Source: an optimization exercise on an open RTL-to-GDS flow (aim: small area). Production flows keep margins and buffers that such runs may drop. The RTL was checked by simulation tests, not by an equivalence proof against the original design. No activity file was given, so power comes from the tool's default toggle rates.

Design sf2_game, start of the top module:
module sf2_game (
    input  logic       clk,
    input  logic       reset,         
    input  logic       frame_clk,     
    input  logic [7:0] key_code,      
    input  logic       key_press,     
    input  logic [9:0] draw_x,        
    input  logic [9:0] draw_y,
    output logic [9:0] ken_x,
    output logic [9:0] ken_y,
    output logic [9:0] bat_x,
    output logic [9:0] bat_y,
    output logic [5:0] ken_sprite,
    output logic [5:0] bat_sprite,
    output logic [9:0] ken_special_meter,
    output logic [9:0] bat_special_meter,
    output logic [9:0] background_x,
    output logic       ken_dead,
    output logic       bat_dead,
    output logic [3:0] game_state,
    output logic       game_screen,
    output logic       is_ken,
    output logic       is_bat,
    output logic       is_health,
    output logic       is_outline,
    output logic       is_special_bar,
    output logic       is_ken_projectile,
  ...
Size in the first run: ~1,800 cells after synthesis, roughly 130 I/O pins, about 12,000 sq um of cells after synthesis.
clock: 12.0 ns
lec_check: 0
abc_area: 1
cap_margin: 15
core_margin: 2
core_utilization: 40
cts_buf_list: sky130_fd_sc_hd__clkbuf_8
slew_margin: 15
standard.sh (not shown) runs the stock make flow with config.mk's settings and CLKGATE_MAP_FILE= SYNTH_SCRIPT=/design/flow/synth_recipe.tcl, a recipe that flattens the netlist after the stock synthesis.
==> flow/flow/run.sh <==
#!/bin/bash
# The standard layout with four changes to how the layout is made:
#  1. after the standard synthesis (standard.sh synth, unchanged), the logic
#     between the registers is re-mapped with a stronger ABC script
#     (flow/remap.sh, four passes of four seeds): the registers stay exactly as
#     the standard synthesis made them, and ABC's cec must prove the new logic
#     equal to the old, else the standard netlist is kept;
#  2. the ports are buffered with buf_1 cells (every port still gets its own
#     buffer);
#  3. CTS builds its tree from clkbuf_8 with clusters of at most 12 sinks and
#     inserts no dummy loads;
#  4. after synthesis, the resizer may not use buffers larger than buf_2 or
#     delay cells (the platform's don't-use cells stay don't-use).
# Logs: synth.log, remap_*.log and standard.log here, ORFS's own under orfs/logs/.
set -euo pipefail
W=$(pwd)
RES=$W/orfs/results/$FLOW_PLATFORM/sf2_game/base
LOGS=$W/orfs/logs/$FLOW_PLATFORM/sf2_game/base

bash standard.sh synth > synth.log 2>&1

export DONT_USE_ARGS=$(grep -o -- "-dont_use [^ ]*" "$LOGS/1_2_yosys.log" | sort -u | tr '\n' ' ')
export FLOW_HOME FLOW_PLATFORM FLOW_TOP
cp "$RES/1_2_yosys.v" "$W/std.v"
mkdir -p "$W/remap"
cur="$W/std.v"; cur_area=""
for pass in 1 2 3 4; do
  for k in 1 2 3 4; do
    s=$(( (pass - 1) * 4 + k ))
    bash flow/remap.sh "$cur" "$W/remap/r$s.v" $s "$W/remap_$s.log" || true &
  done
  wait
  for k in 1 2 3 4; do
    s=$(( (pass - 1) * 4 + k ))
    if grep -q "Networks are equivalent" "$W/remap_$s.log" && [[ -s $W/remap/r$s.stat && -s $W/remap/r$s.v ]]; then
      a=$(grep "Chip area" "$W/remap/r$s.stat" | awk '{print $NF}')
      if [[ -z $cur_area ]] || awk "BEGIN{exit !($a < $cur_area)}"; then cur="$W/remap/r$s.v"; cur_area=$a; fi
    fi
  done
done
echo "remap: best=$cur area=${cur_area:-}" > remap.log
if [[ -n $cur_area ]]; then
  cp "$cur" "$RES/1_2_yosys.v"
  rm -f "$RES/1_synth.odb" "$RES/1_synth.sdc"
fi

DONT_USE_LAYOUT="$(grep -o -- "-dont_use [^ ]*" "$LOGS/1_2_yosys.log" | awk '{print $2}' | sort -u | tr '\n' ' ')"
DONT_USE_LAYOUT="$DONT_USE_LAYOUT sky130_fd_sc_hd__buf_4 sky130_fd_sc_hd__buf_6 sky130_fd_sc_hd__buf_8 sky130_fd_sc_hd__buf_12 sky130_fd_sc_hd__buf_16"
DONT_USE_LAYOUT="$DONT_USE_LAYOUT sky130_fd_sc_hd__bufbuf_8 sky130_fd_sc_hd__bufbuf_16 sky130_fd_sc_hd__dlygate4sd1_1 sky130_fd_sc_hd__dlygate4sd2_1 sky130_fd_sc_hd__dlygate4sd3_1"
DONT_USE_LAYOUT="$DONT_USE_LAYOUT sky130_fd_sc_hd__dlymetal6s2s_1 sky130_fd_sc_hd__dlymetal6s4s_1 sky130_fd_sc_hd__dlymetal6s6s_1"
DONT_USE_LAYOUT="$DONT_USE_LAYOUT sky130_fd_sc_hd__clkdlybuf4s15_1 sky130_fd_sc_hd__clkdlybuf4s15_2 sky130_fd_sc_hd__clkdlybuf4s18_1 sky130_fd_sc_hd__clkdlybuf4s18_2"
DONT_USE_LAYOUT="$DONT_USE_LAYOUT sky130_fd_sc_hd__clkdlybuf4s25_1 sky130_fd_sc_hd__clkdlybuf4s25_2 sky130_fd_sc_hd__clkdlybuf4s50_1 sky130_fd_sc_hd__clkdlybuf4s50_2"

bash standard.sh \
  DONT_USE_CELLS="$DONT_USE_LAYOUT" \
  BUFFER_PORTS_ARGS="-buffer_cell sky130_fd_sc_hd__buf_1" \
  CTS_ARGS="-sink_clustering_enable -repair_clock_nets -buf_list sky130_fd_sc_hd__clkbuf_8 -sink_clustering_size 12 -dont_use_dummy_load" \
  finish > standard.log 2>&1
Other scripts of this flow, unchanged in this note and not shown: flow/flow/remap.sh, flow/flow/seqstubs.py
Rerun with:
--- a/flow/flow/run.sh
+++ b/flow/flow/run.sh
@@ -4,3 +4,3 @@
 #     between the registers is re-mapped with a stronger ABC script
-#     (flow/remap.sh, four passes of four seeds): the registers stay exactly as
+#     (flow/remap.sh, two passes of four seeds): the registers stay exactly as
 #     the standard synthesis made them, and ABC's cec must prove the new logic
@@ -25,4 +25,6 @@
 mkdir -p "$W/remap"
+# Two passes of four seeds each; the second starts from the first's best.  Each
+# result counts only if ABC's cec proved it equal to its input.
 cur="$W/std.v"; cur_area=""
-for pass in 1 2 3 4; do
+for pass in 1 2; do
   for k in 1 2 3 4; do
=> Final cell count grows by 0.34%. Total power is lower by 15%. Routed wire length climbs by 3.1%. Via count barely changes. Die area rose by 0.55%. Worst setup slack gains 0.71 ns. Sequential share of layout area went down by 0.13 points. Area after synthesis rises by 0.57%. Hold slack improves by 0.048 ns. Global-route usage increases by 0.73 points.

what the ideal ports hide:
The flow's constraints put no driver on any port. The routed layouts listed below were extracted and timed again, unchanged, in two steps.
Step 1: set_driving_cell puts a clkbuf_16 on clk and a buf_2 on each other input, an assumption about the parent block.
Step 2 adds t to the input delays and takes it off the output delays; t is the mean of the earliest and latest rising clock arrival at the registers after step 1. Input paths then give back, and output paths get back, about the clock's delay inside the block.
a / b / c = no drivers / after step 1 / after step 2; a / b = the first two.
run | shift t [ns] | slack for setup (ns) | hold slack, ns | clock arrival spread, ns | pins driven straight from the clock port
the first run | 0.513 | 0.986 / 0.986 / 0.986 | 0.353 / 0.353 / 0.353 | 0.040 / 0.040 | 1
the second run | 0.526 | 1.699 / 1.699 / 1.699 | 0.401 / 0.401 / 0.401 | 0.035 / 0.035 | 1
After both steps every run listed still meets setup and hold.
